Background: an optimization exercise with open tools, aiming at small area. Do not read the settings as production practice.
RTL that was checked went through simulation tests only; none was proved equivalent to the original.
Function not checked in runs 1 to 5: the RTL went through the layout flow alone.
Power is estimated from default activity; no workload was simulated.

[flow/flow/run.sh]
#!/bin/bash
# Standard ORFS layout (standard.sh, unchanged synthesis) with smaller port buffers
# and a lighter clock tree. Each tool's output goes to its own log file here.
set -euo pipefail
export BUFFER_PORTS_ARGS="-buffer_cell sky130_fd_sc_hd__buf_1"
bash standard.sh > standard_make.log 2>&1
[flow/standard.sh]
#!/bin/bash
# synth_recipe.tcl (not shown) runs the flow's synth.tcl, then flattens the netlist and writes it again
# the make line also repeats each setting of config.mk as NAME=value (left out here)
make -C /OpenROAD-flow-scripts/flow DESIGN_CONFIG=/design/flow/config.mk WORK_HOME=/design/flow/orfs CLKGATE_MAP_FILE= SYNTH_SCRIPT=/design/flow/synth_recipe.tcl "${@:-finish}"
[flow/config.mk]
export PLATFORM = sky130hd
export DESIGN_NAME = top_module
export DESIGN_NICKNAME = top_module
export VERILOG_FILES = /design/flow/design.v
export SDC_FILE = /design/flow/constraint.sdc
export NUM_CORES = 4
export LEC_CHECK = 0
export CAP_MARGIN = 20
export CORE_MARGIN = 2
export CORE_UTILIZATION = 40
export SLEW_MARGIN = 20
[flow/constraint.sdc]
create_clock -name core_clock -period 10.0 [get_ports {clkr}]
set_input_delay 2.0000 -clock core_clock [delete_from_list [all_inputs] [get_ports {clkr}]]
set_output_delay 2.0000 -clock core_clock [all_outputs]
set_load 0.01 [all_outputs]
[flow/design.v]
`timescale 1ns / 1ps
module top_module(
    input  wire        clkr,
    input  wire        rst,
    input  wire        rxr,
    input  wire [4:0]  btnr,
    output wire        spr,
    output wire [7:0]  hr,
    output wire [7:0]  mr,
    output wire [4:0]  date,
    output wire [4:0]  month,
    output wire [7:0]  year,
    output wire [6:0]  seg,
    output wire [3:0]  an,
    output wire        dp
);
    function [6:0] l7;       
        input [6:0] s;
        l7 = {s[5:0], s[6] ^ s[5]};
    endfunction
    function [6:0] l7n;      
        input [6:0] s;
        input integer n;
        integer i;
        begin
            l7n = s;
            for (i = 0; i < n; i = i + 1) l7n = l7(l7n);
        end
    endfunction
    function [5:0] l6;       
        input [5:0] s;
        l6 = {s[4:0], s[5] ^ s[4]};
    endfunction
    function [5:0] l6n;
        input [5:0] s;
        input integer n;
        integer i;
        begin
            l6n = s;
            for (i = 0; i < n; i = i + 1) l6n = l6(l6n);
        end
    endfunction
    function [3:0] l4;       
        input [3:0] s;
        l4 = {s[2:0], s[3] ^ s[2]};
    endfunction
    function [3:0] l4n;
        input [3:0] s;
        input integer n;
        integer i;
        begin
            l4n = s;
            for (i = 0; i < n; i = i + 1) l4n = l4(l4n);
        end
    endfunction
    reg [4:0] bs;
    reg [4:0] bp;
    always @(posedge clkr) begin
        bs[2] <= btnr[2];
        bp <= bs;
        if (rst) begin
            bs[4:3] <= 2'b0;
            bs[1:0] <= 2'b0;
        end else begin
            bs[4:3] <= btnr[4:3];
            bs[1:0] <= btnr[1:0];
        end
    end
    wire te  = bs[0] & ~bp[0];
    wire de  = bs[1] & ~bp[1];
    wire sws = bs[2];
    wire sre = bs[3] & ~bp[3];
    wire sse = bs[4] & ~bp[4];
    reg [7:0] tc;
    reg       tb;
    wire tx_idle = tc[7] & tc[5] & tc[0] & ~tc[6];      
    always @(posedge clkr) begin
        if (rst)
            tc <= 8'd161;
        else if (tx_idle) begin
            if (te | de) begin
                tc <= 8'd254;
                tb <= ~te;
            end
        end else
            tc <= tc + 8'd1;
    end
    assign spr = (tc[7] & (tc[6] | tc[5] | tc[4])) | ((tc[7:4] == 4'd1) & tb);
    reg [7:0] rc;
    reg [7:0] sr;
    wire rx_done = rc[7] & rc[4] & rc[3] & rc[1];        
    always @(posedge clkr) begin
        if (rst | rx_done)
            rc <= 8'd0;
        else if (rc != 8'd0 || !rxr)
            rc <= rc + 8'd1;
    end
    always @(posedge clkr)
        if (rc[3:0] == 4'd8 && !(rc[7] & rc[4]))
            sr <= {rxr, sr[7:1]};
    localparam [6:0] ZT = 7'h7f;
    localparam [6:0] RT = l7n(ZT, 28);
    reg [6:0] lf;
    reg [3:0] cd;
    wire zt = (lf == ZT);
    wire t10 = zt & ~(cd[3] & cd[2]);
    wire t1  = zt & cd[3] & cd[0] & ~cd[2];
    always @(posedge clkr) begin
        if (rst) begin
            lf <= ZT;
            cd <= 4'd15;
        end else begin
            lf <= zt ? RT : l7(lf);
            if (zt) cd <= (cd[3] & cd[0] & ~cd[2]) ? 4'd0 : cd + 4'd1;
        end
    end
    reg [1:0] wcnt;       
    reg       wdate;      
    reg [4:0] hr_r;
    reg [5:0] mr_r, sec_r;
    reg [4:0] date_r, month_r;
    reg [7:0] year_r;
    assign hr = {3'b0, hr_r};
    assign mr = {2'b0, mr_r};
    assign date = date_r;
    assign month = month_r;
    assign year = year_r;
    wire [7:0] sr_g = sr & {8{~rst}};
    wire idle_w  = (wcnt == 2'd0);
    wire ld      = rx_done & ~idle_w;
    wire ld_hr   = rst | (ld & ~wdate & (wcnt == 2'd3));
    wire ld_mr   = rst | (ld & ~wdate & (wcnt == 2'd2));
    wire ld_sec  = rst | (ld & ~wdate & (wcnt == 2'd1));
    wire ld_date = rst | (ld &  wdate & (wcnt == 2'd3));
    wire ld_mon  = rst | (ld &  wdate & (wcnt == 2'd2));
    wire ld_year = rst | (ld &  wdate & (wcnt == 2'd1));
    wire tick    = idle_w & ~(te | de) & t1;
    wire sec_w   = (sec_r == 6'd59);
    wire mr_w    = (mr_r == 6'd59);
    wire hr_w    = (hr_r == 5'd23);
    always @(posedge clkr) begin
        if (rst)
            wcnt <= 0;
        else if (idle_w) begin
            if (te | de) begin
                wcnt <= 2'd3;
                wdate <= ~te;
            end
        end else if (rx_done)
            wcnt <= wcnt - 2'd1;
    end
    always @(posedge clkr) begin
        if (ld_date) date_r <= sr_g[4:0];
        if (ld_mon) month_r <= sr_g[4:0];
        if (ld_year) year_r <= sr_g;
        if (ld_sec) sec_r <= sr_g[5:0];
        else if (tick) sec_r <= sec_w ? 6'd0 : sec_r + 6'd1;
        if (ld_mr) mr_r <= sr_g[5:0];
        else if (tick & sec_w) mr_r <= mr_w ? 6'd0 : mr_r + 6'd1;
        if (ld_hr) hr_r <= sr_g[4:0];
        else if (tick & sec_w & mr_w) hr_r <= hr_w ? 5'd0 : hr_r + 5'd1;
    end
    localparam [3:0] T9 = 4'hf;
    localparam [3:0] T0 = l4n(T9, 6);
    reg       running;
    reg [3:0] ts;
    reg [5:0] ss, sm;
    always @(posedge clkr) begin
        if (rst | sre) begin
            running <= 0;
            ts <= T0; ss <= 0; sm <= 0;
        end else begin
            if (sse) running <= ~running;
            if (running & t10) begin
                if (ts == T9) begin
                    ts <= T0;
                    if (ss == 6'd59) begin
                        ss <= 0;
                        sm <= (sm == 6'd59) ? 6'd0 : sm + 6'd1;
                    end else
                        ss <= ss + 6'd1;
                end else
                    ts <= l4(ts);
            end
        end
    end
    reg mode;
    always @(posedge clkr) begin
        if (rst) mode <= 0;
        else if (te) mode <= 0;
        else if (de) mode <= 1;
    end
    localparam [5:0] WD = 6'h3f;
    localparam [5:0] D0 = l6n(WD, 13);
    reg [5:0] dc;
    reg [1:0] ds;
    always @(posedge clkr) begin
        if (rst) begin
            dc <= D0; ds <= 0;
        end else if (dc == WD) begin
            dc <= D0; ds <= ds + 2'd1;
        end else
            dc <= l6(dc);
    end
    reg [5:0] v;
    always @(*) begin
        if (sws)       v = ds[1] ? sm : ss;
        else if (mode) v = ds[1] ? {1'b0, date_r} : {1'b0, month_r};
        else           v = ds[1] ? {1'b0, hr_r} : mr_r;
    end
    wire [3:0] digit = ds[0] ? (v / 6'd10) : (v % 6'd10);
    reg [6:0] sg;
    always @(*) begin
        case (digit)
            4'd0: sg = 7'b1000000;
            4'd1: sg = 7'b1111001;
            4'd2: sg = 7'b0100100;
            4'd3: sg = 7'b0110000;
            4'd4: sg = 7'b0011001;
            4'd5: sg = 7'b0010010;
            4'd6: sg = 7'b0000010;
            4'd7: sg = 7'b1111000;
            4'd8: sg = 7'b0000000;
            4'd9: sg = 7'b0010000;
            default: sg = 7'b1111111;
        endcase
    end
    assign seg = sg;
    assign an = ~(4'b0001 << ds);
    assign dp = 1'b1;
endmodule
==> impl_metrics.json, run 1 <==
{
  "crit_arrival_ns": 4.29,
  "die_x_um": 120,
  "cp-startpoint": "ds[1]",
  "hp-start": "bs[1]",
  "ant_nets": 0,
  "ff2ff_setup_slack_ns": 7.43,
  "synthesis.instances": 537,
  "grt_max_degree": 43,
  "cts_buffers": 9,
  "number_of_global_route_vias_before_repair": 3915,
  "layout_commonest_cell": "sky130_fd_sc_hd__dfxtp_1",
  "viasPerCell": 5.31,
  "timing.final.crit_share": 0.629,
  "post_synth_num_cell_types": 70,
  "run_status": "complete, no violations",
  "area_growth_pct": 12.3,
  "synth-async-reset-ratio": 0,
  "post-route-min-period_ns": 6.29,
  "setup_tns_ns": 0,
  "io_buffers": 48,
  "gr-total-overflow": 0,
  "cts-root-buf": "sky130_fd_sc_hd__clkbuf_16",
  "irDropWorstVdd_v": 0.000154,
  "postCtsSetupRepairBufs": 0,
  "synth-edff-count": 45,
  "wl_per_cell_um": 15.3,
  "finalHoldViolations": 0,
  "worst_r2r_startpoint": "lf[5]",
  "all_layer_gr_usage": 0.167,
  "power_mw": 1.15,
  "final_net_count": 611,
  "critical_path_peak_fanout": 20,
  "post_route_drc": 0,
  "final.setup_skew_ns": 0.00833,
  "final_layout_size_suffix_gt1_frac": 0.0801,
  "cts_tree": "yes",
  "finalWirelength_mm": 11.7,
  "crit_end": "seg[3]",
  "synth-seq-cells": 109,
  "full_die_area_mm2": 0.0145,
  "ioPinCount": 55,
  "power_density_mw_per_mm2": 189,
  "worst_max_slew_pin_slew_ns": 0.972,
  "synth-warning-count": 1,
  "maxCapViolCount": 0,
  "cts_htree_levels": 3,
  "gp_congestion": 0.797,
  "cts.sinks": 109,
  "worstRegToRegCells": 8,
  "count_of_routing_violations_after_the_opening_detailed_route_iteration": 259,
  "synth.yosys.seq_area_share": 0.485,
  "finish.utilization": 0.460,
  "rsz0062_at_grt": "no",
  "clockBufferDepth": 2,
  "ctsHoldBuffers": 0,
  "postSynthAreaPerCell_um2": 10.1,
  "max_clock_freq_mhz": 159,
  "mostFrequentLayoutCells": "64 x sky130_fd_sc_hd__dfxtp_1, 52 x sky130_fd_sc_hd__nor2_1, 47 x sky130_fd_sc_hd__buf_1",
  "timing.slew.headroom": 0.351,
  "drt-pass1-iter-count": 4,
  "reg2reg_to": "sm[4]",
  "worst_setup_path_end_kind": "primary output",
  "place_hpwl_mm": 8.61,
  "fp.coreArea_mm2": 0.0132,
  "clkLatencyLatePin_ns": 0.35,
  "criticalPathCategory": "flop to primary output",
  "maxSlewViolCount": 0,
  "required_time_of_the_critical_path_ns": 8.00,
  "leakage_nw": 2.23,
  "grt_pass1_wl_mm": 19.2,
  "num_vias": 4054,
  "placement_rows": 42,
  "synth_area_mm2": 0.00543,
  "layout.filler_cells": 1281,
  "antenna_found_initial": 0,
  "cts_repair_resize_count": 0,
  "synth_flop_cell": "sky130_fd_sc_hd__dfxtp_1",
  "startpoint_type": "flop",
  "final-setup-viol-count": 0,
  "floorplan.die.height_um": 120,
  "start_util": 0.410,
  "min-delay-path-class": "flop to flop",
  "path_clk_slew_ns": 0.07
}
report_power, final:
group / internal [mW] / switching, mW
clock network: 0.247 / 0.161
registers: 0.504 / 0.0368
logic: 0.0863 / 0.117
through the flow:
stage	instance area [um2]	instances	hold slack, ns	worst slack [ns]
2_1_floorplan	5440	541	0.324	5.05
3_3_place_gp	5740	747	0.332	4.20
3_5_place_dp	5740	747	0.331	4.12
4_1_cts	6090	763	0.346	3.70
5_1_grt	6090	763	0.361	3.36
6_report	6090	764	0.346	3.71
cells in the mapped netlist, drive strengths merged (9+ instances only):
cell    count  share of area
o22ai      12          0.014
nand4       9          0.010
buf        10          0.014
nor3       14          0.013
nand3      22          0.021
nand2b     11          0.013
nor2       52          0.036
dfxtp      64           0.24
nand2      45          0.032
mux2i      18          0.033
xnor2      10          0.016
o21ai       9         0.0083
and2       10          0.012
clkbuf      9         0.0062
a211oi     10          0.015
edfxtp     45           0.25
a21oi      28          0.027
ha         21          0.048
nor2b      15          0.017
inv        24          0.017
xor2       16          0.026
worst max-delay path, cell delays in order, from the launching register on:
cell	delay [ns]
sky130_fd_sc_hd__dfxtp_1	0.96
sky130_fd_sc_hd__mux2i_1	0.20
sky130_fd_sc_hd__a22oi_2	0.33
sky130_fd_sc_hd__and2_4	0.24
sky130_fd_sc_hd__inv_2	0.08
sky130_fd_sc_hd__ha_1	0.32
sky130_fd_sc_hd__inv_1	0.08
sky130_fd_sc_hd__nor2_1	0.26
sky130_fd_sc_hd__a211oi_2	0.09
sky130_fd_sc_hd__o2bb2ai_2	0.29
sky130_fd_sc_hd__a21oi_1	0.12
sky130_fd_sc_hd__o31a_1	0.31
sky130_fd_sc_hd__ha_1	0.32
sky130_fd_sc_hd__o22ai_1	0.17
sky130_fd_sc_hd__buf_1	0.17
worst min-delay path by stage:
| stage | to | slack (ns) | cells after the start |
|---|---|---|---|
| final | bp[1] | 0.35 | 0 |
| after detailed placement | bp[1] | 0.33 | 0 |
| after CTS | bp[4] | 0.35 | 0 |
| after global routing | bp[1] | 0.36 | 0 |
| after global placement | bp[4] | 0.33 | 0 |
| after floorplan | bp[0] | 0.32 | 0 |
kinds of logic after synthesis:
logic type | after synthesis | synth area share
AND/OR/NAND/NOR | 213 | 0.202
flip-flops | 109 | 0.485
AO/OA/AOI/OAI | 99 | 0.137
buffers and inverters | 45 | 0.0381
XOR/XNOR | 26 | 0.0420
multiplexers | 22 | 0.0464
adder cells (fa/ha/maj) | 21 | 0.0484
other | 2 | 0.00138
registers in the layout (all words and copies together), names as in the netlist, 4 cells and up:
register,flops
hr_r,5
month_r,5
lf,7
cd,4
sm,6
dc,6
sec_r,6
bp,4
sr,8
ss,6
date_r,5
tc,8
ts,4
mr_r,6
rc,8
bs,5
year_r,8
per-layer routing:
| layer | vias to the layer above | GRT usage | share of wire |
|---|---|---|---|
| met5 | - | 0 | 0 |
| met4 | 0 | 0.0523 | 0.016 |
| met3 | 13 | 0.0443 | 0.042 |
| met2 | 89 | 0.272 | 0.48 |
| met1 | 1934 | 0.217 | 0.47 |
| li1 | 2018 | - | - |
final cells by class:
type                       count  area, um2  share of cell area
multi-input combinational    387       2600               0.427
inverter                      26       98.8              0.0162
antenna                        1       2.50            0.000411
tap                          176        220              0.0362
clock inverter                 7        121              0.0199
clock buffer                   9        225              0.0370
timing repair buffer          49        189              0.0310
sequential                   109       2630               0.432
==> inputs of run 2 (changes only) <==
==> flow/flow/run.sh (replaced) <==
#!/bin/bash
# Standard ORFS layout (standard.sh, unchanged synthesis) with smaller port buffers
# and a clock tree without dummy loads. Each tool's output goes to its own log file here.
set -euo pipefail
export BUFFER_PORTS_ARGS="-buffer_cell sky130_fd_sc_hd__buf_1"
export RECOVER_POWER=100
export CTS_ARGS="-sink_clustering_enable -repair_clock_nets -dont_use_dummy_load -buf_list sky130_fd_sc_hd__clkbuf_8 -sink_clustering_size 30"
bash standard.sh > standard_make.log 2>&1
==> run 2 against run 1 <==
- now fails the layout checks on max-capacitance violations, max-slew violations
- hold slack got worse by 0.0027 ns
- synthesized area did not move
- clock power fell by 49%
- first-iteration DRC count fell by 0.77%
- largest cell class unchanged
==> impl_metrics.json, run 2 <==
{
  "ioPinCount": 55,
  "max_clock_freq_mhz": 146,
  "count_of_routing_violations_after_the_opening_detailed_route_iteration": 257,
  "synth-seq-cells": 109,
  "run_status": "complete, but fails checks",
  "final_net_count": 611,
  "cp-startpoint": "ds[1]",
  "worst_max_slew_pin_slew_ns": 1.78,
  "ctsHoldBuffers": 0,
  "switchingPower_mw": 0.282,
  "finalWirelength_mm": 11.6,
  "combinationalPowerShare": 0.212,
  "synth-edff-count": 45,
  "grt_max_degree": 43,
  "synth-warning-count": 1,
  "layout_commonest_cell": "sky130_fd_sc_hd__dfxtp_1",
  "failed_checks": "max-capacitance violations, max-slew violations",
  "cell_internal_pwr_mw": 0.670,
  "crit_end": "seg[3]",
  "setup_tns_ns": 0,
  "timing.slew.headroom": -0.189,
  "groute.layer.met1.usage": 0.219,
  "maxSlewViolCount": 43,
  "share_clk_of_total_power": 0.221,
  "synthDominantAreaCellType": "sky130_fd_sc_hd__edfxtp_1",
  "floorplan.die.height_um": 120,
  "power_switching_share": 0.296,
  "synth.top_cells.by_area": "sky130_fd_sc_hd__edfxtp_1 25%, sky130_fd_sc_hd__dfxtp_1 24%, sky130_fd_sc_hd__ha_1 4.8%, sky130_fd_sc_hd__nor2_1 3.6%, sky130_fd_sc_hd__mux2i_1 3.3%",
  "placement_rows": 42,
  "gp_congestion": 0.797,
  "area_growth_pct": 7.68,
  "final.setup_skew_ns": 0.0366,
  "drt-pass1-iter-count": 5,
  "cts_tree": "yes",
  "worst_setup_path_end_kind": "primary output",
  "critical_path_peak_fanout": 20,
  "num_vias": 4015,
  "full_die_area_mm2": 0.0145,
  "viasPerCell": 5.31,
  "power_mw": 0.952,
  "synth_area_mm2": 0.00543,
  "wl_per_cell_um": 15.3,
  "synth-async-reset-ratio": 0,
  "min-delay-path-class": "flop to flop",
  "irDropWorstVdd_v": 0.000140,
  "gr-total-overflow": 0,
  "post-route-min-period_ns": 6.84,
  "synth.yosys.seq_area_share": 0.485,
  "setup_ws_ns": 3.16,
  "routing_layer_with_the_top_usage_in_global_route": "met2",
  "number_of_global_route_vias_before_repair": 3878,
  "reg2reg_to": "sm[5]",
  "post_route_drc": 0,
  "final-setup-viol-count": 0,
  "ant_nets": 0,
  "synth_common_cells": "64 x sky130_fd_sc_hd__dfxtp_1, 52 x sky130_fd_sc_hd__nor2_1, 45 x sky130_fd_sc_hd__edfxtp_1",
  "cts_htree_levels": 3,
  "final_layout_size_suffix_gt1_frac": 0.0534,
  "io_buffers": 48,
  "criticalPathCategory": "flop to primary output",
  "postSynthAreaPerCell_um2": 10.1,
  "cts_buffers": 9,
  "clkLatencyLatePin_ns": 0.38,
  "mostFrequentLayoutCells": "64 x sky130_fd_sc_hd__dfxtp_1, 52 x sky130_fd_sc_hd__nor2_1, 47 x sky130_fd_sc_hd__buf_1",
  "detailedPlace.worstSlack_ns": 4.12,
  "seqPwrFrac": 0.567,
  "postCtsSetupRepairBufs": 0,
  "synthesis.instances": 537,
  "finish.utilization": 0.441,
  "maxCapViolCount": 1,
  "cts-root-buf": "sky130_fd_sc_hd__clkbuf_8",
  "leakage_nw": 2.11,
  "all_layer_gr_usage": 0.164,
  "required_time_of_the_critical_path_ns": 8.00,
  "grt_pass1_wl_mm": 18.9,
  "layout.filler_cells": 1314,
  "startpoint_type": "flop",
  "ff2ff_setup_slack_ns": 7.33,
  "worst_r2r_startpoint": "lf[5]",
  "die_x_um": 120,
  "cts_repair_resize_count": 0,
  "clockBufferDepth": 2,
  "yosys.cell_count.top_type": "sky130_fd_sc_hd__dfxtp_1",
  "met3_routing_resource_usage_after_global_routing": 0.0387,
  "cts.sinks": 109,
  "worstRegToRegCells": 8,
  "grtUsageMet2": 0.264,
  "fp.coreArea_mm2": 0.0132,
  "place_hpwl_mm": 8.61,
  "start_util": 0.410,
  "synth_flop_cell": "sky130_fd_sc_hd__dfxtp_1",
  "power_density_mw_per_mm2": 163,
  "finalHoldViolations": 0,
  "post_synth_num_cell_types": 70,
  "antenna_found_initial": 0,
  "rsz0062_at_grt": "no",
  "timing.final.crit_share": 0.684,
  "crit_arrival_ns": 4.84,
  "antenna_cells": 0,
  "path_clk_slew_ns": 0.11,
  "yosysTopAreaCellShare": 0.249
}
run 2: cell types whose count changed in the layout (fill, tap and decap cells not counted), sizes merged:
cell      change
bufinv        -3
clkbuf        +1
inv           -2
clkinv        -1
clkinvlp      -1
diode         -1
buf           -1
run 2: cell families (layout without fill, tap and decap cells):
group,after synthesis,after routing,synth area share
simple gates,213,213,0.202
mux,22,22,0.0464
flops,109,109,0.485
buf+inv,45,84,0.0381
fa+ha+maj,21,21,0.0484
compound gates,99,99,0.137
other cells,2,6,0.00138
xor+xnor,26,26,0.0420
run 2: routing by layer:
metal | vias to the layer above | wire length, um
met5 | - | 0
met4 | 0 | 212
met3 | 19 | 528
met2 | 84 | 5450
met1 | 1915 | 5380
li1 | 1997 | -
run 2: critical path, stage by stage, from the launching register on:
cell	delay, ns
sky130_fd_sc_hd__dfxtp_1	0.96
sky130_fd_sc_hd__mux2i_1	0.17
sky130_fd_sc_hd__a22oi_1	0.41
sky130_fd_sc_hd__and2_0	0.39
sky130_fd_sc_hd__inv_1	0.21
sky130_fd_sc_hd__ha_1	0.37
sky130_fd_sc_hd__inv_1	0.08
sky130_fd_sc_hd__nor2_1	0.24
sky130_fd_sc_hd__a211oi_1	0.09
sky130_fd_sc_hd__o2bb2ai_1	0.45
sky130_fd_sc_hd__a21oi_1	0.14
sky130_fd_sc_hd__o31a_1	0.32
sky130_fd_sc_hd__ha_1	0.32
sky130_fd_sc_hd__o22ai_1	0.17
sky130_fd_sc_hd__buf_1	0.17
run 2: power groups by stage:
stage	registers, mW	clock network (mW)	logic (mW)
3_5_place_dp	0.550	0	0.204
5_1_grt	0.546	0.233	0.230
4_1_cts	0.540	0.221	0.205
3_3_place_gp	0.548	0	0.197
2_1_floorplan	0.542	0	0.160
6_report	0.540	0.210	0.202
run 2: how the worst min path moves through the flow:
stage          start  endpoint  slack, ns  depth (start not counted)
6_report       bs[4]     bp[4]       0.34                          0
5_1_grt        bs[4]     bp[4]       0.35                          0
4_1_cts        bs[4]     bp[4]       0.34                          0
3_5_place_dp   bs[1]     bp[1]       0.33                          0
3_3_place_gp   bs[4]     bp[4]       0.33                          0
2_1_floorplan  bs[0]     bp[0]       0.32                          0
run 2: cell type report:
type	count	area [um2]	area share
sequential	109	2630	0.451
multi-input combinational	387	2580	0.442
tap	176	220	0.0377
timing repair buffer	49	184	0.0315
clock buffer	9	124	0.0212
inverter	26	98.8	0.0169
run 2: through the flow:
stage                     hold WS [ns]  cells  instance area (um2)
after floorplan                  0.324    541                 5440
after global placement           0.332    747                 5740
after detailed placement         0.331    747                 5740
after CTS                        0.339    756                 5870
after global routing             0.354    756                 5840
final                            0.344    756                 5840
==> inputs of run 3 (changes only) <==
--- a/flow/flow/run.sh
+++ b/flow/flow/run.sh
@@ -3,6 +3,5 @@
 # and a clock tree without dummy loads. Each tool's output goes to its own log file here.
 set -euo pipefail
 export BUFFER_PORTS_ARGS="-buffer_cell sky130_fd_sc_hd__buf_1"
-export RECOVER_POWER=100
 export CTS_ARGS="-sink_clustering_enable -repair_clock_nets -dont_use_dummy_load -buf_list sky130_fd_sc_hd__clkbuf_8 -sink_clustering_size 30"
 bash standard.sh > standard_make.log 2>&1
==> run 3 against run 2 <==
- now clean on timing, DRC and antenna
- die area unchanged
- utilization up 0.18 points
- via count up 0.30%
- critical path depth unchanged
- hold slack about the same
- clock power about the same
- fmax up 8.7%
==> impl_metrics.json, run 3 <==
{
  "run_status": "complete, no violations",
  "mostFrequentLayoutCells": "64 x sky130_fd_sc_hd__dfxtp_1, 52 x sky130_fd_sc_hd__nor2_1, 47 x sky130_fd_sc_hd__buf_1",
  "crit_arrival_ns": 4.29,
  "cts_htree_levels": 3,
  "post_synth_num_cell_types": 70,
  "all_layer_gr_usage": 0.164,
  "worst_setup_path_end_kind": "primary output",
  "final.setup_skew_ns": 0.0360,
  "synth_area_mm2": 0.00543,
  "synthesis.instances": 537,
  "antenna_found_initial": 0,
  "start_util": 0.410,
  "place_hpwl_mm": 8.61,
  "ant_nets": 0,
  "floorplan.die.height_um": 120,
  "post-route-min-period_ns": 6.29,
  "postSynthAreaPerCell_um2": 10.1,
  "yosysTopAreaCellShare": 0.249,
  "slowest_stage": "sky130_fd_sc_hd__dfxtp_1",
  "power_density_mw_per_mm2": 163,
  "crit_top_cell": "sky130_fd_sc_hd__ha_1",
  "io_buffers": 48,
  "ioPinCount": 55,
  "timing.critical_path.cells": "mux2i_1 -> a22oi_2 -> and2_4 -> inv_2 -> ha_1 -> inv_1 -> nor2_1 -> a211oi_2 -> o2bb2ai_2 -> a21oi_1 -> o31a_1 -> ha_1 -> o22ai_1 -> buf_1",
  "final-setup-viol-count": 0,
  "startpoint_type": "flop",
  "clkLatencyLatePin_ns": 0.38,
  "synth-seq-cells": 109,
  "timing.slew.headroom": 0.365,
  "die_x_um": 120,
  "synth_flop_cell": "sky130_fd_sc_hd__dfxtp_1",
  "grt_pass1_wl_mm": 18.9,
  "finalHoldViolations": 0,
  "layout_commonest_cell": "sky130_fd_sc_hd__dfxtp_1",
  "wl_per_cell_um": 15.3,
  "synth.yosys.seq_area_share": 0.485,
  "final_net_count": 611,
  "count_of_routing_violations_after_the_opening_detailed_route_iteration": 240,
  "cts.sinks": 109,
  "number_of_global_route_vias_before_repair": 3878,
  "ctsHoldBuffers": 0,
  "postCtsSetupRepairBufs": 0,
  "antenna_cells": 0,
  "irDropWorstVdd_v": 0.000140,
  "fp.coreArea_mm2": 0.0132,
  "delay_of_the_slowest_critical_path_stage_ns": 0.95,
  "synth-async-reset-ratio": 0,
  "criticalPathCategory": "flop to primary output",
  "cts_buffers": 9,
  "synthDominantAreaCellType": "sky130_fd_sc_hd__edfxtp_1",
  "leakage_nw": 2.13,
  "post-route-cell-area_mm2": 0.00587,
  "full_die_area_mm2": 0.0145,
  "finalWirelength_mm": 11.6,
  "yosys.cell_count.top_type": "sky130_fd_sc_hd__dfxtp_1",
  "cts_tree": "yes",
  "num_vias": 4027,
  "setup_tns_ns": 0,
  "gp_congestion": 0.797,
  "area_growth_pct": 8.12,
  "rsz0062_at_grt": "no",
  "drt-pass1-iter-count": 4,
  "maxSlewViolCount": 0,
  "grt_max_degree": 43,
  "synth-warning-count": 1,
  "maxCapViolCount": 0,
  "cts-root-buf": "sky130_fd_sc_hd__clkbuf_8",
  "min-delay-path-class": "flop to flop",
  "worst_max_slew_pin_slew_ns": 0.952,
  "placed_cell_area_mm2": 0.00574,
  "post_route_drc": 0,
  "max_clock_freq_mhz": 159,
  "required_time_of_the_critical_path_ns": 8.00,
  "cts_repair_resize_count": 0,
  "synth_common_cells": "64 x sky130_fd_sc_hd__dfxtp_1, 52 x sky130_fd_sc_hd__nor2_1, 45 x sky130_fd_sc_hd__edfxtp_1",
  "placement_rows": 42,
  "path_clk_slew_ns": 0.11,
  "clockBufferDepth": 2,
  "synth-edff-count": 45,
  "synth.top_cells.by_area": "sky130_fd_sc_hd__edfxtp_1 25%, sky130_fd_sc_hd__dfxtp_1 24%, sky130_fd_sc_hd__ha_1 4.8%, sky130_fd_sc_hd__nor2_1 3.6%, sky130_fd_sc_hd__mux2i_1 3.3%",
  "final_layout_size_suffix_gt1_frac": 0.0707,
  "viasPerCell": 5.33,
  "gr-total-overflow": 0,
  "critical_path_peak_fanout": 20,
  "timing.final.crit_share": 0.629
}
-- run 3: path summary, 6_finish.rpt --
check,from,to,slack (ns),cells after the start
min,bs[4],bp[4],0.34,0
min reg2reg,bs[4],bp[4],0.34,0
max,ds[1],seg[3],3.71,14
max reg2reg,lf[5],sm[4],7.37,8
-- run 3: power breakdown --
| group | internal (mW) | leakage, nW | switching (mW) |
|---|---|---|---|
| clock | 0.0811 | 0.0647 | 0.129 |
| combinational | 0.0863 | 1.09 | 0.117 |
| sequential | 0.504 | 0.972 | 0.0365 |
| total | 0.671 | 2.13 | 0.282 |
-- run 3: metrics by stage --
stage | utilization | hold WS [ns] | power [mW] | instances | worst slack (ns)
2_1_floorplan | - | 0.324 | 0.702 | 541 | 5.05
3_3_place_gp | 0.434 | 0.332 | 0.745 | 747 | 4.20
3_5_place_dp | 0.434 | 0.331 | 0.753 | 747 | 4.12
4_1_cts | 0.443 | 0.339 | 0.966 | 756 | 3.66
5_1_grt | 0.443 | 0.354 | 1.01 | 756 | 3.34
6_report | 0.443 | 0.344 | 0.954 | 756 | 3.71
-- run 3: kinds of logic after synthesis --
kind of cell,Yosys count,synth area share
fa+ha+maj,21,0.0484
buf+inv,45,0.0381
compound gates,99,0.137
xor+xnor,26,0.0420
flops,109,0.485
simple gates,213,0.202
mux,22,0.0464
other cells,2,0.00138
-- run 3: routing by layer --
metal	vias up	track usage	wire [um]
met5	-	0	0
met4	0	0.0545	212
met3	19	0.0387	574
met2	99	0.264	5440
met1	1909	0.219	5340
li1	2000	-	-
-- run 3: critical path: cells and delay by family (launching register included) --
kind	cells	cell delay, ns
AOI/OAI and AO/OA	6	1.30
DFF	1	0.95
adders and majority gates	2	0.64
and+or+nand+nor	2	0.50
buffers and inverters	3	0.33
muxes	1	0.20
-- run 3: cell type report --
| cell class | count | area [um2] |
|---|---|---|
| fill | 1309 | 7380 |
| tap | 176 | 220 |
| sequential | 109 | 2630 |
| timing repair buffer | 49 | 189 |
| multi-input combinational | 387 | 2600 |
| inverter | 26 | 98.8 |
| clock buffer | 9 | 124 |
==> inputs of run 4 (changes only) <==
--- a/flow/config.mk
+++ b/flow/config.mk
@@ -7,5 +7,6 @@
 export LEC_CHECK = 0
 export CAP_MARGIN = 20
 export CORE_MARGIN = 2
-export CORE_UTILIZATION = 40
+export CORE_UTILIZATION = 70
+export PLACE_DENSITY = 0.8
 export SLEW_MARGIN = 20
==> run 4 against run 3 <==
- register-to-register slack better by 0.06 ns
- first-iteration DRC count down 0.83%
- combinational power about the same
- sequential share of layout area up 0.72 points
- synthesized area unchanged
- still clean
- power about the same
==> impl_metrics.json, run 4 <==
{
  "worst_hold_path_stage_count": 0,
  "cts_tree": "yes",
  "fp.coreArea_mm2": 0.00761,
  "timing.critical_path.cells": "mux2i_1 -> a22oi_2 -> and2_4 -> inv_2 -> ha_1 -> inv_1 -> a32oi_1 -> o21ai_0 -> o2bb2ai_2 -> a21oi_1 -> o31a_1 -> ha_1 -> o22ai_1 -> buf_1",
  "synthDominantAreaCellType": "sky130_fd_sc_hd__edfxtp_1",
  "layout.filler_cells": 564,
  "postCtsSetupRepairBufs": 0,
  "startpoint_type": "flop",
  "worst_max_slew_pin_slew_ns": 0.985,
  "ctsHoldBuffers": 0,
  "max_clock_freq_mhz": 158,
  "antenna_cells": 0,
  "cell_internal_pwr_mw": 0.671,
  "place_hpwl_mm": 8.02,
  "cts.sinks": 109,
  "post-route-min-period_ns": 6.33,
  "rsz0062_at_grt": "no",
  "worstRegToRegCells": 8,
  "share_clk_of_total_power": 0.222,
  "seqPwrFrac": 0.566,
  "switchingPower_mw": 0.282,
  "num_vias": 4102,
  "full_die_area_mm2": 0.00847,
  "synth-edff-count": 45,
  "yosys.cell_count.top_type": "sky130_fd_sc_hd__dfxtp_1",
  "ant_nets": 0,
  "clockBufferDepth": 2,
  "slowest_stage": "sky130_fd_sc_hd__dfxtp_1",
  "synth_flop_cell": "sky130_fd_sc_hd__dfxtp_1",
  "synth_common_cells": "64 x sky130_fd_sc_hd__dfxtp_1, 52 x sky130_fd_sc_hd__nor2_1, 45 x sky130_fd_sc_hd__edfxtp_1",
  "setup_tns_ns": 0,
  "crit_cells": 14,
  "antenna_found_initial": 0,
  "grt_pass1_wl_mm": 18.0,
  "cpLargestDelayFamily": "compound AO/OA/AOI/OAI gates",
  "synth-warning-count": 1,
  "die_x_um": 92.0,
  "final_layout_size_suffix_gt1_frac": 0.0707,
  "number_of_global_route_vias_before_repair": 3903,
  "synth-seq-cells": 109,
  "finalHoldViolations": 0,
  "min-delay-path-class": "flop to flop",
  "io_buffers": 48,
  "grt_max_degree": 61,
  "power_switching_share": 0.296,
  "clkLatencyLatePin_ns": 0.36,
  "ioPinCount": 55,
  "path_clk_slew_ns": 0.10,
  "worst_setup_path_end_kind": "primary output",
  "delay_of_the_slowest_critical_path_stage_ns": 0.97,
  "viasPerCell": 6.01,
  "cts-root-buf": "sky130_fd_sc_hd__clkbuf_8",
  "final-setup-viol-count": 0,
  "synth.yosys.seq_area_share": 0.485,
  "maxCapViolCount": 0,
  "yosysTopAreaCellShare": 0.249,
  "gr-total-overflow": 0,
  "start_util": 0.713,
  "synth.top_cells.by_area": "sky130_fd_sc_hd__edfxtp_1 25%, sky130_fd_sc_hd__dfxtp_1 24%, sky130_fd_sc_hd__ha_1 4.8%, sky130_fd_sc_hd__nor2_1 3.6%, sky130_fd_sc_hd__mux2i_1 3.3%",
  "criticalPathCategory": "flop to primary output",
  "maxSlewViolCount": 0,
  "synth_area_mm2": 0.00543,
  "final.setup_skew_ns": 0.0263,
  "post_synth_num_cell_types": 70,
  "synthesis.instances": 537,
  "required_time_of_the_critical_path_ns": 8.00,
  "area_growth_pct": 6.41,
  "crit_top_cell": "sky130_fd_sc_hd__ha_1",
  "timing.slew.headroom": 0.343,
  "power_density_mw_per_mm2": 165,
  "floorplan.die.height_um": 92.0,
  "cts_htree_levels": 3,
  "timing.final.crit_share": 0.633,
  "run_status": "complete, no violations",
  "path_buf_inv": 3,
  "postSynthAreaPerCell_um2": 10.1,
  "finalWirelength_mm": 10.9,
  "irDropWorstVdd_v": 0.000145,
  "layout_commonest_cell": "sky130_fd_sc_hd__dfxtp_1",
  "crit_arrival_ns": 4.33,
  "all_layer_gr_usage": 0.268,
  "final_net_count": 611,
  "critical_path_peak_fanout": 20,
  "combinationalPowerShare": 0.212,
  "post_route_drc": 0,
  "mostFrequentLayoutCells": "64 x sky130_fd_sc_hd__dfxtp_1, 52 x sky130_fd_sc_hd__nor2_1, 47 x sky130_fd_sc_hd__buf_1",
  "drt-pass1-iter-count": 6,
  "synth-async-reset-ratio": 0,
  "placement_rows": 32,
  "detailedPlace.worstSlack_ns": 4.10,
  "setup_ws_ns": 3.67,
  "cts_repair_resize_count": 0,
  "count_of_routing_violations_after_the_opening_detailed_route_iteration": 238,
  "gp_congestion": 1.04,
  "cts_buffers": 9,
  "wl_per_cell_um": 15.9,
  "leakage_nw": 2.13
}
## run 4: cell counts after synthesis
Identical to the previous run, type by type.
## run 4: path summary, 6_finish.rpt
| check | from | to | slack, ns |
|---|---|---|---|
| setup / recovery | ds[1] | seg[3] | 3.67 |
| hold reg to reg | bs[4] | bp[4] | 0.36 |
| setup reg to reg | lf[5] | sm[5] | 7.43 |
| hold / removal | bs[4] | bp[4] | 0.36 |
## run 4: stage by stage
step                instance area, um2  hold WS (ns)  instances   util  power (mW)
floorplan                         5440         0.324        541      -       0.702
global placement                  5650         0.332        673  0.743       0.739
detailed placement                5650         0.340        673  0.743       0.750
CTS                               5770         0.356        682  0.759       0.956
global route                      5770         0.366        682  0.759        1.00
finish                            5770         0.359        682  0.759       0.953
## run 4: logic make-up (layout without fill, tap and decap cells)
group | Yosys count | count (layout) | synth area share
AND/OR/NAND/NOR | 213 | 213 | 0.202
flip-flops | 109 | 109 | 0.485
AO/OA/AOI/OAI | 99 | 99 | 0.137
buffers and inverters | 45 | 84 | 0.0381
XOR/XNOR | 26 | 26 | 0.0420
multiplexers | 22 | 22 | 0.0464
adder cells (fa/ha/maj) | 21 | 21 | 0.0484
other | 2 | 6 | 0.00138
## run 4: power by group through the flow
stage | combinational (mW) | sequential, mW | clock (mW)
3_5_place_dp | 0.201 | 0.548 | 0
3_3_place_gp | 0.192 | 0.546 | 0
2_1_floorplan | 0.160 | 0.542 | 0
4_1_cts | 0.202 | 0.538 | 0.216
5_1_grt | 0.227 | 0.544 | 0.229
6_report | 0.202 | 0.539 | 0.212
## run 4: final cells by class
cell class,instances,area (um2),share of cell area
tap,102,128,0.0221
clock buffer,9,124,0.0215
timing repair buffer,49,189,0.0327
sequential,109,2630,0.456
multi-input combinational,387,2600,0.451
inverter,26,98.8,0.0171
## run 4: routing by layer
layer,up-vias,global-route usage,part of all wire
li1,2003,-,-
met2,140,0.472,0.52
met5,-,0,0
met4,0,0.0759,0.017
met3,16,0.0534,0.053
met1,1943,0.334,0.41
==> inputs of run 5 (changes only) <==
==> flow/flow/run.sh (replaced) <==
#!/bin/bash
# Standard ORFS layout (standard.sh, unchanged synthesis) with smaller port buffers
# and a clock tree without dummy loads. Each tool's output goes to its own log file here.
set -euo pipefail
export BUFFER_PORTS_ARGS="-buffer_cell sky130_fd_sc_hd__buf_1"
export RECOVER_POWER=100
export CTS_ARGS="-sink_clustering_enable -repair_clock_nets -dont_use_dummy_load"
bash standard.sh > standard_make.log 2>&1
--- a/flow/config.mk
+++ b/flow/config.mk
@@ -7,6 +7,5 @@
 export LEC_CHECK = 0
 export CAP_MARGIN = 20
 export CORE_MARGIN = 2
-export CORE_UTILIZATION = 70
-export PLACE_DENSITY = 0.8
+export CORE_UTILIZATION = 40
 export SLEW_MARGIN = 20
==> run 5 against run 4 <==
- now fails the layout checks on max-capacitance violations, max-slew violations
- power grew 9.5%
- cell count rose by 11%
- non-clock buffer count did not move
- global-route usage fell by 10 points
- sequential share of layout area down 1.3 points
- clock power grew 42%
- utilization decreased by 31 points
- synthesized area unchanged
- clock-buffer cell count did not move
- combinational power hardly changed
- flip-flop and latch count unchanged
- largest power group unchanged
==> impl_metrics.json, run 5 <==
{
  "placed_cell_area_mm2": 0.00574,
  "grt_pass1_wl_mm": 19.0,
  "cts-root-buf": "sky130_fd_sc_hd__clkbuf_16",
  "gp_congestion": 0.797,
  "synth-async-reset-ratio": 0,
  "failed_checks": "max-capacitance violations, max-slew violations",
  "num_vias": 4008,
  "antenna_cells": 0,
  "cts_buffers": 9,
  "viasPerCell": 5.30,
  "grt_max_degree": 43,
  "post-route-min-period_ns": 6.81,
  "synthDominantAreaCellType": "sky130_fd_sc_hd__edfxtp_1",
  "final_layout_size_suffix_gt1_frac": 0.0534,
  "number_of_global_route_vias_before_repair": 3863,
  "leakage_nw": 2.16,
  "mostFrequentLayoutCells": "64 x sky130_fd_sc_hd__dfxtp_1, 52 x sky130_fd_sc_hd__nor2_1, 47 x sky130_fd_sc_hd__buf_1",
  "final_net_count": 611,
  "ctsHoldBuffers": 0,
  "max_clock_freq_mhz": 147,
  "ioPinCount": 55,
  "synth.top_cells.by_area": "sky130_fd_sc_hd__edfxtp_1 25%, sky130_fd_sc_hd__dfxtp_1 24%, sky130_fd_sc_hd__ha_1 4.8%, sky130_fd_sc_hd__nor2_1 3.6%, sky130_fd_sc_hd__mux2i_1 3.3%",
  "wl_per_cell_um": 15.4,
  "timing.final.crit_share": 0.681,
  "startpoint_type": "flop",
  "io_buffers": 48,
  "synth_common_cells": "64 x sky130_fd_sc_hd__dfxtp_1, 52 x sky130_fd_sc_hd__nor2_1, 45 x sky130_fd_sc_hd__edfxtp_1",
  "finish.utilization": 0.449,
  "post_synth_num_cell_types": 70,
  "slowest_stage": "sky130_fd_sc_hd__dfxtp_1",
  "cts_repair_resize_count": 0,
  "timing.hold.ws_ns": 0.344,
  "synth_area_mm2": 0.00543,
  "cts_htree_levels": 3,
  "post-route-cell-area_mm2": 0.00594,
  "synth-warning-count": 1,
  "layout_commonest_cell": "sky130_fd_sc_hd__dfxtp_1",
  "postSynthAreaPerCell_um2": 10.1,
  "count_of_routing_violations_after_the_opening_detailed_route_iteration": 250,
  "power_density_mw_per_mm2": 176,
  "place_hpwl_mm": 8.61,
  "delay_of_the_slowest_critical_path_stage_ns": 0.95,
  "ant_nets": 0,
  "yosysTopAreaCellShare": 0.249,
  "irDropWorstVdd_v": 0.000150,
  "final-setup-viol-count": 0,
  "worst_setup_path_end_kind": "primary output",
  "placement_rows": 42,
  "crit_arrival_ns": 4.81,
  "die_x_um": 120,
  "power_mw": 1.04,
  "stdcell_count": 756,
  "maxSlewViolCount": 43,
  "postCtsSetupRepairBufs": 0,
  "detailedPlace.worstSlack_ns": 4.12,
  "timing.critical_path.cells": "mux2i_1 -> a22oi_1 -> and2_0 -> inv_1 -> ha_1 -> inv_1 -> nor2_1 -> a211oi_1 -> o2bb2ai_1 -> a21oi_1 -> o31a_1 -> ha_1 -> o22ai_1 -> buf_1",
  "setup_ws_ns": 3.19,
  "dp.cells": 747,
  "path_clk_slew_ns": 0.07,
  "start_util": 0.410,
  "required_time_of_the_critical_path_ns": 8.00,
  "antenna_found_initial": 0,
  "gr-total-overflow": 0,
  "final.setup_skew_ns": 0.0223,
  "floorplan.die.height_um": 120,
  "rsz0062_at_grt": "no",
  "drt-pass1-iter-count": 4,
  "yosys.cell_count.top_type": "sky130_fd_sc_hd__dfxtp_1",
  "all_layer_gr_usage": 0.165,
  "synth.yosys.seq_area_share": 0.485,
  "synth-seq-cells": 109,
  "cts.sinks": 109,
  "synth-edff-count": 45,
  "fp.coreArea_mm2": 0.0132,
  "critical_path_peak_fanout": 20,
  "clkLatencyLatePin_ns": 0.35,
  "timing.slew.headroom": -0.186,
  "cts_tree": "yes",
  "area_growth_pct": 9.55,
  "run_status": "complete, but fails checks",
  "criticalPathCategory": "flop to primary output",
  "full_die_area_mm2": 0.0145,
  "maxCapViolCount": 1,
  "finalWirelength_mm": 11.6,
  "min-delay-path-class": "flop to flop",
  "worst_max_slew_pin_slew_ns": 1.78,
  "synthesis.instances": 537,
  "post_route_drc": 0,
  "clockBufferDepth": 2,
  "synth_flop_cell": "sky130_fd_sc_hd__dfxtp_1",
  "setup_tns_ns": 0,
  "layout.filler_cells": 1299,
  "finalHoldViolations": 0
}
==> run 5: changes by cell type in the layout (fill, tap and decap cells not counted), sizes merged <==
cell | previous run | this run
buf | 48 | 47
clkbuf | 10 | 11
==> run 5: final timing paths <==
path / startpoint / to / slack, ns / depth (start not counted)
worst min-delay path: bs[4] / bp[4] / 0.34 / 0
worst max register to register: lf[5] / sm[4] / 7.36 / 8
worst max-delay path: ds[1] / seg[3] / 3.19 / 14
worst min register to register: bs[4] / bp[4] / 0.34 / 0
==> run 5: cells by family (layout without fill, tap and decap cells) <==
group	count (synthesis)	after routing	synth area share
buffers and inverters	45	84	0.0381
AOI/OAI and AO/OA	99	99	0.137
adders and majority gates	21	21	0.0484
muxes	22	22	0.0464
xor gates and xnor gates	26	26	0.0420
other	2	6	0.00138
and+or+nand+nor	213	213	0.202
DFF	109	109	0.485
==> run 5: report_power, final <==
part	internal [mW]	total (mW)	switching, mW
Clock	0.159	0.301	0.142
Sequential	0.504	0.541	0.0366
Combinational	0.0851	0.202	0.117
Total	0.749	1.04	0.295
==> run 5: final cells by class <==
cell class                 instances  area, um2  share of cell area
sequential                       109       2630               0.443
multi-input combinational        387       2580               0.435
clock buffer                       9        225              0.0379
tap                              176        220              0.0371
timing repair buffer              49        184              0.0309
inverter                          26       98.8              0.0166
==> run 5: critical path: cells and delay by family, from the launching register on <==
family          cells  cell delay (ns)
compound gates      6             1.57
simple gates        2             0.62
buf+inv             3             0.46
mux                 1             0.18
fa+ha+maj           2             0.69
flops               1             0.95
==> run 5: per-layer routing <==
metal  track usage  part of all wire  vias up
met2         0.267              0.47       88
met3        0.0377             0.044       12
li1              -                 -     2003
met5             0                 0        -
met4        0.0574             0.016        0
met1         0.219              0.47     1905
==> inputs of run 6 (changes only) <==
--- a/flow/design.v
+++ b/flow/design.v
@@ -135,9 +135,9 @@
     wire ld_mon  = rst | (ld &  wdate & (wcnt == 2'd2));
     wire ld_year = rst | (ld &  wdate & (wcnt == 2'd1));
     wire tick    = idle_w & ~(te | de) & t1;
-    wire sec_w   = (sec_r == 6'd59);
-    wire mr_w    = (mr_r == 6'd59);
-    wire hr_w    = (hr_r == 5'd23);
+    wire sec_w   = &{sec_r[5:3], sec_r[1:0]};
+    wire mr_w    = &{mr_r[5:3], mr_r[1:0]};
+    wire hr_w    = &{hr_r[4], hr_r[2:0]};
     always @(posedge clkr) begin
         if (rst)
             wcnt <= 0;
@@ -174,9 +174,9 @@
             if (running & t10) begin
                 if (ts == T9) begin
                     ts <= T0;
-                    if (ss == 6'd59) begin
+                    if (&{ss[5:3], ss[1:0]}) begin
                         ss <= 0;
-                        sm <= (sm == 6'd59) ? 6'd0 : sm + 6'd1;
+                        sm <= &{sm[5:3], sm[1:0]} ? 6'd0 : sm + 6'd1;
                     end else
                         ss <= ss + 6'd1;
                 end else
==> flow/flow/run.sh (replaced) <==
#!/bin/bash
set -euo pipefail
export BUFFER_PORTS_ARGS="-buffer_cell sky130_fd_sc_hd__buf_1"
export CTS_ARGS="-sink_clustering_enable -repair_clock_nets -dont_use_dummy_load -buf_list sky130_fd_sc_hd__clkbuf_8 -sink_clustering_size 30"
export SKIP_REPAIR_TIE_FANOUT=1
bash standard.sh > standard_make.log 2>&1
==> run 6 against run 5 <==
- the run now finishes clean
- synthesized area down 2.6%
- routed wire length decreased by 4.1%
- utilization decreased by 1.2 points
- die area decreased by 2.5%
- fmax is 7.7% higher
- cell count fell by 1.9%
- register-to-register slack about the same
- critical path type unchanged
==> impl_metrics.json, run 6 <==
{
  "run_status": "complete, no violations",
  "fp.coreArea_mm2": 0.0131,
  "routing_layer_with_the_top_usage_in_global_route": "met2",
  "synth-async-reset-ratio": 0,
  "worst_max_slew_pin_slew_ns": 0.983,
  "viasPerCell": 5.32,
  "io_buffers": 48,
  "ctsHoldBuffers": 0,
  "area_growth_pct": 8.12,
  "place_hpwl_mm": 8.26,
  "grt_max_degree": 41,
  "cts_htree_levels": 3,
  "startpoint_type": "flop",
  "maxCapViolCount": 0,
  "final-setup-viol-count": 0,
  "worst_hold_path_stage_count": 0,
  "post-route-min-period_ns": 6.32,
  "number_of_global_route_vias_before_repair": 3747,
  "final_layout_size_suffix_gt1_frac": 0.0654,
  "worstRegToRegCells": 8,
  "gp_congestion": 0.895,
  "irDropWorstVdd_v": 0.0000638,
  "cts_repair_resize_count": 0,
  "yosys.cell_count.top_type": "sky130_fd_sc_hd__dfxtp_1",
  "cts_tree": "yes",
  "rsz0062_at_grt": "no",
  "antenna_cells": 0,
  "final.setup_skew_ns": 0.0342,
  "synth_common_cells": "64 x sky130_fd_sc_hd__dfxtp_1, 57 x sky130_fd_sc_hd__nand2_1, 51 x sky130_fd_sc_hd__nor2_1",
  "full_die_area_mm2": 0.0142,
  "synth.yosys.seq_area_share": 0.498,
  "layout.filler_cells": 1270,
  "synthDominantAreaCellType": "sky130_fd_sc_hd__edfxtp_1",
  "postCtsSetupRepairBufs": 0,
  "worst_setup_path_end_kind": "primary output",
  "reg2reg_to": "sm[0]",
  "drt-pass1-iter-count": 4,
  "mostFrequentLayoutCells": "64 x sky130_fd_sc_hd__dfxtp_1, 57 x sky130_fd_sc_hd__nand2_1, 51 x sky130_fd_sc_hd__nor2_1",
  "post_synth_num_cell_types": 68,
  "min-delay-path-class": "flop to flop",
  "finalWirelength_mm": 11.2,
  "synth-warning-count": 1,
  "path_clk_slew_ns": 0.08,
  "leakage_nw": 2.08,
  "gr-total-overflow": 0,
  "path_buf_inv": 3,
  "timing.slew.headroom": 0.339,
  "setup_tns_ns": 0,
  "all_layer_gr_usage": 0.163,
  "synth_area_mm2": 0.00529,
  "post_route_drc": 0,
  "power_density_mw_per_mm2": 169,
  "postSynthAreaPerCell_um2": 10.1,
  "crit_arrival_ns": 4.32,
  "ioPinCount": 55,
  "met3_routing_resource_usage_after_global_routing": 0.0378,
  "layout_commonest_cell": "sky130_fd_sc_hd__dfxtp_1",
  "placement_rows": 42,
  "criticalPathCategory": "flop to primary output",
  "cts.sinks": 109,
  "final_net_count": 597,
  "slowest_stage": "sky130_fd_sc_hd__dfxtp_1",
  "synth_flop_cell": "sky130_fd_sc_hd__dfxtp_1",
  "synth.top_cells.by_area": "sky130_fd_sc_hd__edfxtp_1 26%, sky130_fd_sc_hd__dfxtp_1 24%, sky130_fd_sc_hd__ha_1 5.0%, sky130_fd_sc_hd__nand2_1 4.0%, sky130_fd_sc_hd__nor2_1 3.6%",
  "max_clock_freq_mhz": 158,
  "required_time_of_the_critical_path_ns": 8.00,
  "yosysTopAreaCellShare": 0.256,
  "cts-root-buf": "sky130_fd_sc_hd__clkbuf_8",
  "critical_path_peak_fanout": 19,
  "timing.critical_path.cells": "mux2i_1 -> a22o_1 -> nor2_1 -> inv_1 -> ha_1 -> inv_1 -> a32oi_1 -> o21ai_0 -> a2bb2oi_2 -> a2111o_1 -> o311a_2 -> ha_1 -> o21ai_2 -> o21ba_1 -> buf_1",
  "finalHoldViolations": 0,
  "clkLatencyLatePin_ns": 0.39,
  "ant_nets": 0,
  "synth-edff-count": 45,
  "delay_of_the_slowest_critical_path_stage_ns": 0.93,
  "num_vias": 3946,
  "groute.layer.met1.usage": 0.211,
  "start_util": 0.404,
  "synth-seq-cells": 109,
  "maxSlewViolCount": 0,
  "worst_r2r_startpoint": "lf[5]",
  "antenna_found_initial": 0,
  "power_mw": 0.964,
  "min_delay_worst_endpoint": "bp[1]",
  "clockBufferDepth": 2,
  "floorplan.die.height_um": 119,
  "cts_buffers": 9,
  "cpLargestDelayFamily": "compound AO/OA/AOI/OAI gates",
  "grtUsageMet2": 0.260,
  "grt_pass1_wl_mm": 18.4,
  "count_of_routing_violations_after_the_opening_detailed_route_iteration": 309,
  "wl_per_cell_um": 15.0,
  "timing.final.crit_share": 0.632,
  "synthesis.instances": 525,
  "hp-start": "bs[1]",
  "ff2ff_setup_slack_ns": 7.37,
  "die_x_um": 119
}
[run 6: cell count changes in the layout (fill, tap and decap cells not counted), sizes merged, moves of 5 or more]
cell    before  now
nand3       22   30
a211o        6    0
nor3        14    6
nand2b      11    3
nand2       45   59
a21oi       28   23
o21ai        9   15
mux2i       18   12
[run 6: power by group]
part	leakage (nW)	total [mW]	internal (mW)	switching (mW)
registers	0.972	0.545	0.506	0.0393
logic	1.04	0.208	0.0878	0.121
clock network	0.0647	0.211	0.0811	0.129
total	2.08	0.964	0.675	0.289
[run 6: kinds of logic after synthesis]
kind of cell	Yosys count	synth area share
buf+inv	42	0.0374
other cells	2	0.00142
fa+ha+maj	21	0.0497
mux	18	0.0433
simple gates	211	0.196
xor+xnor	28	0.0464
flops	109	0.498
compound gates	94	0.128
[run 6: worst max path at each step]
stage,cells after the start,endpoint,from,slack (ns)
detailed placement,15,seg[5],ds[1],4.13
floorplan,16,seg[5],ds[1],5.01
CTS,15,seg[5],ds[1],3.70
global route,15,seg[5],ds[1],3.36
global placement,15,seg[5],ds[1],4.30
finish,15,seg[5],ds[1],3.68
[run 6: per-stage QoR]
step,worst slack [ns],cell area (um2),hold slack (ns),utilization,instances
after global placement,4.30,5590,0.333,0.427,733
final,3.68,5720,0.334,0.437,742
after global routing,3.36,5720,0.338,0.437,742
after CTS,3.70,5720,0.339,0.437,742
after floorplan,5.01,5290,0.324,-,525
after detailed placement,4.13,5590,0.337,0.427,733
[run 6: area by class of cell]
class	count	area [um2]	area share
clock buffers	9	124	0.0217
well taps	176	220	0.0385
inverters	25	93.8	0.0164
flip-flops and latches	109	2630	0.461
multi-input cells	374	2460	0.430
repair buffers	49	189	0.0331
[run 6: routing by layer]
metal	share of wire	routed length, um
met5	0	0
met4	0.023	255
met3	0.048	539
met2	0.46	5180
met1	0.46	5190

-- separate check: timing with driven ports --
No port has a modelled driver above. Below, the same layouts with a new extraction and two added sets of constraints.
Step 1, drivers: a clkbuf_16 drives clkr and a buf_2 each remaining input, both assumed.
Step 2, shift: input delay + t, output delay - t, t = (earliest + latest rising clock arrival at the registers) / 2. This alone moves slack from input paths to output paths.
Three values: ideal, step 1, step 2; two values: the first two.
run | t, ns | setup slack, ns | hold WS [ns] | latest minus earliest clock arrival (ns) | slew at the worst register clock pin (ns)
run 1 | 0.384 | 3.714 / 3.678 / 4.061 | 0.346 / 0.346 / 0.346 | 0.008 / 0.009 | 0.07 / 0.07
run 2 | 0.394 | 3.160 / 3.129 / 3.523 | 0.344 / 0.344 / 0.344 | 0.037 / 0.036 | 0.11 / 0.11
run 3 | 0.394 | 3.709 / 3.678 / 4.072 | 0.344 / 0.344 / 0.344 | 0.036 / 0.036 | 0.11 / 0.11
run 4 | 0.376 | 3.674 / 3.642 / 4.018 | 0.359 / 0.359 / 0.359 | 0.026 / 0.026 | 0.10 / 0.10
run 5 | 0.376 | 3.193 / 3.156 / 3.532 | 0.344 / 0.344 / 0.344 | 0.022 / 0.022 | 0.07 / 0.07
run 6 | 0.404 | 3.681 / 3.645 / 4.050 | 0.334 / 0.334 / 0.334 | 0.035 / 0.035 | 0.11 / 0.11
